Background: an optimization exercise with open tools, aiming at small area, a short achievable clock period and few clock cycles. Do not read the settings as production practice.
Where RTL was checked, it was by simulation tests only, not by an equivalence proof against the original.

==> exp/garnet: inputs <==
// keccak
module keccak(clk, reset, in, in_ready, is_last, byte_num, buffer_full, out, out_ready);
==> module keccak, before the edit <==
module keccak(clk, reset, in, in_ready, is_last, byte_num, buffer_full, out, out_ready);
    input              clk, reset;
    input      [31:0]  in;
    input              in_ready, is_last;
    input      [1:0]   byte_num;
    output             buffer_full;
    output     [511:0] out;
    output reg         out_ready;
    reg       [1599:0] st;      
    reg        [4:0]   wc;      
    reg        [4:0]   rnd;     
    reg                perm;    
    reg                fin;     
    reg                bf;      
    wire               accept = in_ready & ~bf;
    wire               blk_end = accept & (is_last | (wc == 5'd17));
    wire               last_rnd = perm & (rnd == 5'd23);
    wire               perm_n = blk_end | (perm & ~last_rnd);
    wire               fin_n = fin | (accept & is_last);
    wire       [31:0]  word, w;
    wire       [63:0]  rc;
    wire     [1599:0]  round_out, absorbed, st_next;
    wire       [63:0]  p, h;    
    assign buffer_full = bf;
    padder1 padder1_ (in, is_last, byte_num, word);
    assign w = {word[7:0], word[15:8], word[23:16], word[31:24]};
    rconst rconst_ (rnd, rc);
    round  round_  (st, rc, round_out);
    always @ (posedge clk)
      if (reset) begin
        wc <= 0; rnd <= 0; perm <= 0; fin <= 0; bf <= 0; out_ready <= 0;
      end else begin
        if (accept)
          wc <= blk_end ? 5'd0 : wc + 5'd1;
        perm <= perm_n;
        fin <= fin_n;
        bf <= perm_n | fin_n;
        if (perm)
          rnd <= last_rnd ? 5'd0 : rnd + 5'd1;
        if (last_rnd & fin)
          out_ready <= 1;
      end
    genvar j, k;
    generate
      for (j = 0; j < 18; j = j + 1) begin : ABS
        wire e = accept & (wc == j);
        for (k = 0; k < 32; k = k + 1) begin : B
          if (j == 17 && k == 31)
            assign absorbed[32*j + k] = st[32*j + k] ^ (w[k] & e) ^ (accept & is_last);
          else
            kab ab (st[32*j + k], w[k], e, absorbed[32*j + k]);
        end
      end
    endgenerate
    assign absorbed[1599:576] = st[1599:576];
    generate
      for (j = 0; j < 64; j = j + 1) begin : CT
        kctl ct (perm, reset, p[j], h[j]);
      end
      for (j = 0; j < 1600; j = j + 1) begin : NX
        knx nx (p[j % 64], round_out[j], h[j % 64], absorbed[j], st_next[j]);
      end
    endgenerate
    always @ (posedge clk)
      st <= st_next;
    generate
      for (j = 0; j < 64; j = j + 1) begin : OUT
        assign out[511-8*j -: 8] = st[8*j +: 8];
      end
    endgenerate
endmodule
==> module round, before the edit <==
module round(in, rc, out);
    input  [1599:0] in;
    input  [63:0]   rc;      
    output [1599:0] out;
    wire   [63:0]   c01[0:4], c23[0:4], c4[0:4], c[0:4], d[0:4];
    wire   [63:0]   b[0:24];
    wire [1599:0]   t;
    wire   [63:0]   b0;      
    genvar x, y, z;
    function integer rho;
        input integer k;
        case (k)
          0: rho = 0;   1: rho = 1;   2: rho = 62;  3: rho = 28;  4: rho = 27;
          5: rho = 36;  6: rho = 44;  7: rho = 6;   8: rho = 55;  9: rho = 20;
          10: rho = 3;  11: rho = 10; 12: rho = 43; 13: rho = 25; 14: rho = 39;
          15: rho = 41; 16: rho = 45; 17: rho = 15; 18: rho = 21; 19: rho = 8;
          20: rho = 18; 21: rho = 2;  22: rho = 61; 23: rho = 56; default: rho = 14;
        endcase
    endfunction
    generate
      for (x = 0; x < 5; x = x + 1) begin : TC
        for (z = 0; z < 64; z = z + 1) begin : Z
          kx2 x01 (in[64*x + z],      in[64*(x+5) + z],  c01[x][z]);
          kx2 x23 (in[64*(x+10) + z], in[64*(x+15) + z], c23[x][z]);
          kx2 x03 (c01[x][z], c23[x][z], c4[x][z]);
          kx2 x04 (c4[x][z], in[64*(x+20) + z], c[x][z]);
        end
      end
      for (x = 0; x < 5; x = x + 1) begin : TD
        for (z = 0; z < 64; z = z + 1) begin : Z
          kx2 xd (c[(x+4)%5][z], c[(x+1)%5][(z+63)%64], d[x][z]);
        end
      end
      for (y = 0; y < 5; y = y + 1) begin : RY
        for (x = 0; x < 5; x = x + 1) begin : RX
          for (z = 0; z < 64; z = z + 1) begin : Z
            kx2 xt (in[64*(x+5*y) + z], d[x][z], t[64*(x+5*y) + z]);
          end
          assign b[y + 5*((2*x+3*y)%5)] = {t[64*(x+5*y) +: 64], t[64*(x+5*y) +: 64]} >> (64 - rho(x+5*y));
        end
      end
      for (z = 0; z < 64; z = z + 1) begin : IO
        if (z == 0 || z == 1 || z == 3 || z == 7 || z == 15 || z == 31 || z == 63) begin : K
          wire ar;
          kx2 xa (in[z], rc[z], ar);
          kx2 xb (ar, d[0][z], b0[z]);
        end else begin : N
          assign b0[z] = b[0][z];
        end
      end
      for (y = 0; y < 5; y = y + 1) begin : CY
        for (x = 0; x < 5; x = x + 1) begin : CX
          for (z = 0; z < 64; z = z + 1) begin : Z
            kchi ch ((x == 0 && y == 0) ? b0[z] : b[x+5*y][z], b[(x+1)%5+5*y][z], b[(x+2)%5+5*y][z], out[64*(x+5*y) + z]);
          end
        end
      end
    endgenerate
endmodule
==> module padder1, before the edit <==
module padder1(in, is_last, byte_num, out);
    input      [31:0] in;
    input             is_last;
    input      [1:0]  byte_num;
    output     [31:0] out;
    genvar b;
    generate
      for (b = 0; b < 4; b = b + 1) begin : B
        wire keep = ~is_last | (byte_num > b);
        wire pad  = is_last & (byte_num == b);
        assign out[31-8*b -: 8] = (in[31-8*b -: 8] & {8{keep}}) | (8'h06 & {8{pad}});
      end
    endgenerate
endmodule
==> module kctl, before the edit <==
module kctl(perm, reset, p, h);
    input perm, reset;
    output p, h;
    assign p = perm & ~reset;
    assign h = ~perm & ~reset;
endmodule
Settings: LEC_CHECK=0, CAP_MARGIN=30, CORE_MARGIN=2, CORE_UTILIZATION=40, GPL_ROUTABILITY_DRIVEN=1, GPL_TIMING_DRIVEN=1, PLACE_DENSITY=0.5, SETUP_SLACK_MARGIN=2.5, SLEW_MARGIN=30, SYNTH_HIERARCHICAL=1; clock period 5.5 ns.
standard.sh (not shown) runs the stock make flow with config.mk's settings and CLKGATE_MAP_FILE= SYNTH_SCRIPT=/design/flow/synth_recipe.tcl, a recipe that flattens the netlist after the stock synthesis.
==> flow/flow/run.sh <==
#!/bin/bash
# The standard ORFS flow (the standard.sh), with plain buffers instead of
# delay cells on the ports. The make output goes to flow.log; each ORFS step
# keeps its own log under orfs/logs.
set -euo pipefail
export BUFFER_PORTS_ARGS="-buffer_cell sky130_fd_sc_hd__buf_2"
bash standard.sh > flow.log 2>&1
==> exp/amber (differences from exp/garnet) <==
--- a/flow/design.v
+++ b/flow/design.v
@@ -17,3 +17,5 @@
     wire               last_rnd = perm & (rnd == 5'd23);
+    wire               spec = accept & is_last & (byte_num == 2'd0);
     wire               perm_n = blk_end | (perm & ~last_rnd);
+    wire               go = perm | spec;    
     wire               fin_n = fin | (accept & is_last);
@@ -21,3 +23,3 @@
     wire       [63:0]  rc;
-    wire     [1599:0]  round_out, absorbed, st_next;
+    wire     [1599:0]  round_out, absorbed, st_next, pf;
     wire       [63:0]  p, h;    
@@ -27,3 +29,3 @@
     rconst rconst_ (rnd, rc);
-    round  round_  (st, rc, round_out);
+    round  round_  (st, pf, rc, round_out);
     always @ (posedge clk)
@@ -39,2 +41,4 @@
           rnd <= last_rnd ? 5'd0 : rnd + 5'd1;
+        else if (spec)
+          rnd <= 5'd1;
         if (last_rnd & fin)
@@ -56,4 +60,14 @@
     generate
+      for (j = 0; j < 1600; j = j + 1) begin : PF
+        if (j < 576 && (j % 32 == 1 || j % 32 == 2))
+          assign pf[j] = spec & (wc == j / 32);
+        else if (j == 575)
+          assign pf[j] = spec;
+        else
+          assign pf[j] = 1'b0;
+      end
+    endgenerate
+    generate
       for (j = 0; j < 64; j = j + 1) begin : CT
-        kctl ct (perm, reset, p[j], h[j]);
+        kctl ct (go, reset, p[j], h[j]);
       end
@@ -155,4 +169,5 @@
 endmodule
-module round(in, rc, out);
+module round(in, pf, rc, out);
     input  [1599:0] in;
+    input  [1599:0] pf;     
     input  [63:0]   rc;      
@@ -163,2 +178,5 @@
     wire   [63:0]   b0;      
+    wire   [63:0]   fc[0:4], fd[0:4];   
+    wire [1599:0]   g;       
+    wire [1599:0]   ae;      
     genvar x, y, z;
@@ -174,3 +192,36 @@
     endfunction
-    generate
+    function canflip;
+        input integer lane, z;
+        canflip = (lane <= 8 && (z == 1 || z == 2 || z == 33 || z == 34)) || (lane == 8 && z == 63);
+    endfunction
+    function colflip;
+        input integer x, z;
+        colflip = canflip(x, z) || canflip(x+5, z) || canflip(x+10, z) || canflip(x+15, z) || canflip(x+20, z);
+    endfunction
+    function gflip;
+        input integer x, y, z;
+        gflip = canflip(x+5*y, z) || colflip((x+4)%5, z) || colflip((x+1)%5, (z+63)%64);
+    endfunction
+    generate
+      for (x = 0; x < 5; x = x + 1) begin : FC
+        for (z = 0; z < 64; z = z + 1) begin : Z
+          if (colflip(x, z))
+            assign fc[x][z] = pf[64*x + z] ^ pf[64*(x+5) + z] ^ pf[64*(x+10) + z]
+                            ^ pf[64*(x+15) + z] ^ pf[64*(x+20) + z];
+          else
+            assign fc[x][z] = 1'b0;
+          assign fd[x][z] = fc[(x+4)%5][z] ^ fc[(x+1)%5][(z+63)%64];
+        end
+      end
+      for (y = 0; y < 5; y = y + 1) begin : GY
+        for (x = 0; x < 5; x = x + 1) begin : GX
+          for (z = 0; z < 64; z = z + 1) begin : Z
+            assign g[64*(x+5*y) + z] = pf[64*(x+5*y) + z] ^ fd[x][z];
+            if (gflip(x, y, z))
+              kx2 xg (in[64*(x+5*y) + z], g[64*(x+5*y) + z], ae[64*(x+5*y) + z]);
+            else
+              assign ae[64*(x+5*y) + z] = in[64*(x+5*y) + z];
+          end
+        end
+      end
       for (x = 0; x < 5; x = x + 1) begin : TC
@@ -191,3 +242,3 @@
           for (z = 0; z < 64; z = z + 1) begin : Z
-            kx2 xt (in[64*(x+5*y) + z], d[x][z], t[64*(x+5*y) + z]);
+            kx2 xt (ae[64*(x+5*y) + z], d[x][z], t[64*(x+5*y) + z]);
           end
@@ -199,3 +250,6 @@
           wire ar;
-          kx2 xa (in[z], rc[z], ar);
+          if (gflip(0, 0, z))
+            kx2 xa (in[z], g[z] ^ rc[z], ar);
+          else
+            kx2 xa (in[z], rc[z], ar);
           kx2 xb (ar, d[0][z], b0[z]);
--- a/flow/config.mk
+++ b/flow/config.mk
@@ -10,2 +10,4 @@
 export CORE_UTILIZATION = 40
+export CTS_CLUSTER_DIAMETER = 100
+export CTS_CLUSTER_SIZE = 30
 export GPL_ROUTABILITY_DRIVEN = 1
==> exp/onyx (differences from exp/garnet) <==
--- a/flow/design.v
+++ b/flow/design.v
@@ -13,20 +13,19 @@
     reg                fin;     
-    reg                bf;      
-    wire               accept = in_ready & ~bf;
+    wire               accept = in_ready & ~buffer_full;
     wire               blk_end = accept & (is_last | (wc == 5'd17));
-    wire               last_rnd = perm & (rnd == 5'd23);
-    wire               perm_n = blk_end | (perm & ~last_rnd);
-    wire               fin_n = fin | (accept & is_last);
-    wire       [31:0]  word, w;
+    wire       [31:0]  padded, word, w;
     wire       [63:0]  rc;
-    wire     [1599:0]  round_out, absorbed, st_next;
-    wire       [63:0]  p, h;    
-    assign buffer_full = bf;
-    padder1 padder1_ (in, is_last, byte_num, word);
+    wire     [1599:0]  chi_out, round_out, absorbed, st_next;
+    wire               p = perm & ~reset;      
+    wire               h = ~perm & ~reset;     
+    assign buffer_full = perm | fin;
+    padder1 padder1_ (in, byte_num, padded);
+    assign word = is_last ? padded : in;
     assign w = {word[7:0], word[15:8], word[23:16], word[31:24]};
     rconst rconst_ (rnd, rc);
-    round  round_  (st, rc, round_out);
+    round  round_  (st, chi_out);
+    assign round_out = {chi_out[1599:64], chi_out[63:0] ^ rc};
     always @ (posedge clk)
       if (reset) begin
-        wc <= 0; rnd <= 0; perm <= 0; fin <= 0; bf <= 0; out_ready <= 0;
+        wc <= 0; rnd <= 0; perm <= 0; fin <= 0; out_ready <= 0;
       end else begin
@@ -34,9 +33,13 @@
           wc <= blk_end ? 5'd0 : wc + 5'd1;
-        perm <= perm_n;
-        fin <= fin_n;
-        bf <= perm_n | fin_n;
-        if (perm)
-          rnd <= last_rnd ? 5'd0 : rnd + 5'd1;
-        if (last_rnd & fin)
-          out_ready <= 1;
+        if (blk_end)
+          perm <= 1;
+        if (accept & is_last)
+          fin <= 1;
+        if (perm) begin
+          rnd <= (rnd == 5'd23) ? 5'd0 : rnd + 5'd1;
+          if (rnd == 5'd23) begin
+            perm <= 0;
+            if (fin) out_ready <= 1;
+          end
+        end
       end
@@ -56,7 +59,4 @@
     generate
-      for (j = 0; j < 64; j = j + 1) begin : CT
-        kctl ct (perm, reset, p[j], h[j]);
-      end
       for (j = 0; j < 1600; j = j + 1) begin : NX
-        knx nx (p[j % 64], round_out[j], h[j % 64], absorbed[j], st_next[j]);
+        knx nx (p, round_out[j], h, absorbed[j], st_next[j]);
       end
@@ -71,15 +71,13 @@
 endmodule
-module padder1(in, is_last, byte_num, out);
+module padder1(in, byte_num, out);
     input      [31:0] in;
-    input             is_last;
     input      [1:0]  byte_num;
-    output     [31:0] out;
-    genvar b;
-    generate
-      for (b = 0; b < 4; b = b + 1) begin : B
-        wire keep = ~is_last | (byte_num > b);
-        wire pad  = is_last & (byte_num == b);
-        assign out[31-8*b -: 8] = (in[31-8*b -: 8] & {8{keep}}) | (8'h06 & {8{pad}});
-      end
-    endgenerate
+    output reg [31:0] out;
+    always @ (*)
+      case (byte_num)
+        2'd0: out = 32'h06000000;
+        2'd1: out = {in[31:24], 24'h060000};
+        2'd2: out = {in[31:16], 16'h0600};
+        default: out = {in[31:8], 8'h06};
+      endcase
 endmodule
@@ -94,8 +92,2 @@
     assign y = s ^ (w & e);
-endmodule
-module kctl(perm, reset, p, h);
-    input perm, reset;
-    output p, h;
-    assign p = perm & ~reset;
-    assign h = ~perm & ~reset;
 endmodule
@@ -155,5 +147,4 @@
 endmodule
-module round(in, rc, out);
+module round(in, out);
     input  [1599:0] in;
-    input  [63:0]   rc;      
     output [1599:0] out;
@@ -162,3 +153,2 @@
     wire [1599:0]   t;
-    wire   [63:0]   b0;      
     genvar x, y, z;
@@ -196,11 +186,2 @@
       end
-      for (z = 0; z < 64; z = z + 1) begin : IO
-        if (z == 0 || z == 1 || z == 3 || z == 7 || z == 15 || z == 31 || z == 63) begin : K
-          wire ar;
-          kx2 xa (in[z], rc[z], ar);
-          kx2 xb (ar, d[0][z], b0[z]);
-        end else begin : N
-          assign b0[z] = b[0][z];
-        end
-      end
       for (y = 0; y < 5; y = y + 1) begin : CY
@@ -208,3 +189,3 @@
           for (z = 0; z < 64; z = z + 1) begin : Z
-            kchi ch ((x == 0 && y == 0) ? b0[z] : b[x+5*y][z], b[(x+1)%5+5*y][z], b[(x+2)%5+5*y][z], out[64*(x+5*y) + z]);
+            kchi ch (b[x+5*y][z], b[(x+1)%5+5*y][z], b[(x+2)%5+5*y][z], out[64*(x+5*y) + z]);
           end
==> flow/run.sh (new file) <==
#!/bin/bash
# synth_recipe.tcl (not shown) runs the flow's synth.tcl, then flattens the netlist and writes it again
# the make line also repeats each setting of config.mk as NAME=value (left out here)
make -C /OpenROAD-flow-scripts/flow DESIGN_CONFIG=/design/flow/config.mk WORK_HOME=/design/flow/orfs CLKGATE_MAP_FILE= SYNTH_SCRIPT=/design/flow/synth_recipe.tcl finish
--- a/flow/config.mk
+++ b/flow/config.mk
@@ -10,2 +10,3 @@
 export CORE_UTILIZATION = 40
+export CTS_BUF_LIST = sky130_fd_sc_hd__clkbuf_4 sky130_fd_sc_hd__clkbuf_8
 export GPL_ROUTABILITY_DRIVEN = 1
@@ -13,3 +14,3 @@
 export PLACE_DENSITY = 0.5
-export SETUP_SLACK_MARGIN = 2.5
+export SETUP_SLACK_MARGIN = 2.0
 export SLEW_MARGIN = 30
removed: flow/flow/run.sh
removed: flow/standard.sh
==> out/qor.yml <==
status:
  outcome: "no timing/DRC/antenna violations"
detailed_routing:
  route.met3.wl_microns: 134000
  wl_met2_microns: 313000
finish:
  seq_cells: 1614
  fillers: 22800
  instances_no_fill: 17300
  n_all_inverters: 15
global_route:
  grt_pass1_vias: 96600
  grt_pass1_wl_microns: 1040000
  grt_max_degree: 61
placement:
  gp_congestion: 1.19
worst_setup_path:
  reg2reg_from: "st[1525]"
  crit_buf_inv: 1
clocking:
  cts_buffers: 209
# the run above: exp/garnet

==> out/qor.yml <==
worst_setup_path:
  crit_buf_inv: 0
  reg2reg_from: "st[257]"
finish:
  fillers: 25500
  n_all_inverters: 11
  seq_cells: 1613
detailed_routing:
  wl_met2_microns: 297000
  route.met3.wl_microns: 117000
global_route:
  grt_max_degree: 156
status:
  outcome: "no timing/DRC/antenna violations"
# the run above: exp/onyx

==> out/qor.yml <==
global_route:
  grt_max_degree: 62
  grt_pass1_vias: 101000
  grt_pass1_wl_microns: 1080000
worst_setup_path:
  crit_buf_inv: 3
status:
  outcome: "no timing/DRC/antenna violations"
finish:
  n_all_inverters: 16
  instances_no_fill: 18400
# the run above: exp/amber

Testbench counts of exp/onyx, summed over its fixed seeds: cycles 7,568.
Function not checked in exp/garnet and exp/amber: the RTL went through the layout flow alone.

==> afterwards: timing with drivers on the ports <==
How much do the figures lean on ideal ports? The routed layouts below were timed once more, with nothing changed but the port constraints.
Step 1 sets driving cells, clkbuf_16 on the clock port and buf_2 on the other inputs (assumed; they add their load-dependent delay and slew).
Step 2 times the ports against the registers' clock, not the clock port: input delays grow and output delays shrink by t, the midpoint of the rising clock arrivals with the driver on.
Slacks: ideal ports / drivers / drivers and shift; pairs: ideal ports / drivers.
run | t (ns) | setup slack, ns | hold WS [ns] | worst setup path at the end | pins driven straight from the clock port
exp/garnet | 1.052 | 2.341 / 2.341 / 1.644 | 0.480 / 0.480 / 0.480 | input to register | 1
exp/amber | 1.098 | 1.590 / 1.590 / 0.605 | 0.531 / 0.457 / 0.531 | input to register | 1
exp/onyx | 1.238 | 1.632 / 1.632 / 1.197 | 0.464 / 0.464 / 0.464 | input to register | 1
After both steps setup and hold are still met in every run listed. The setup slack of exp/amber, which loses most, moves by 0.000 ns with the drivers and by -0.985 ns with both steps.
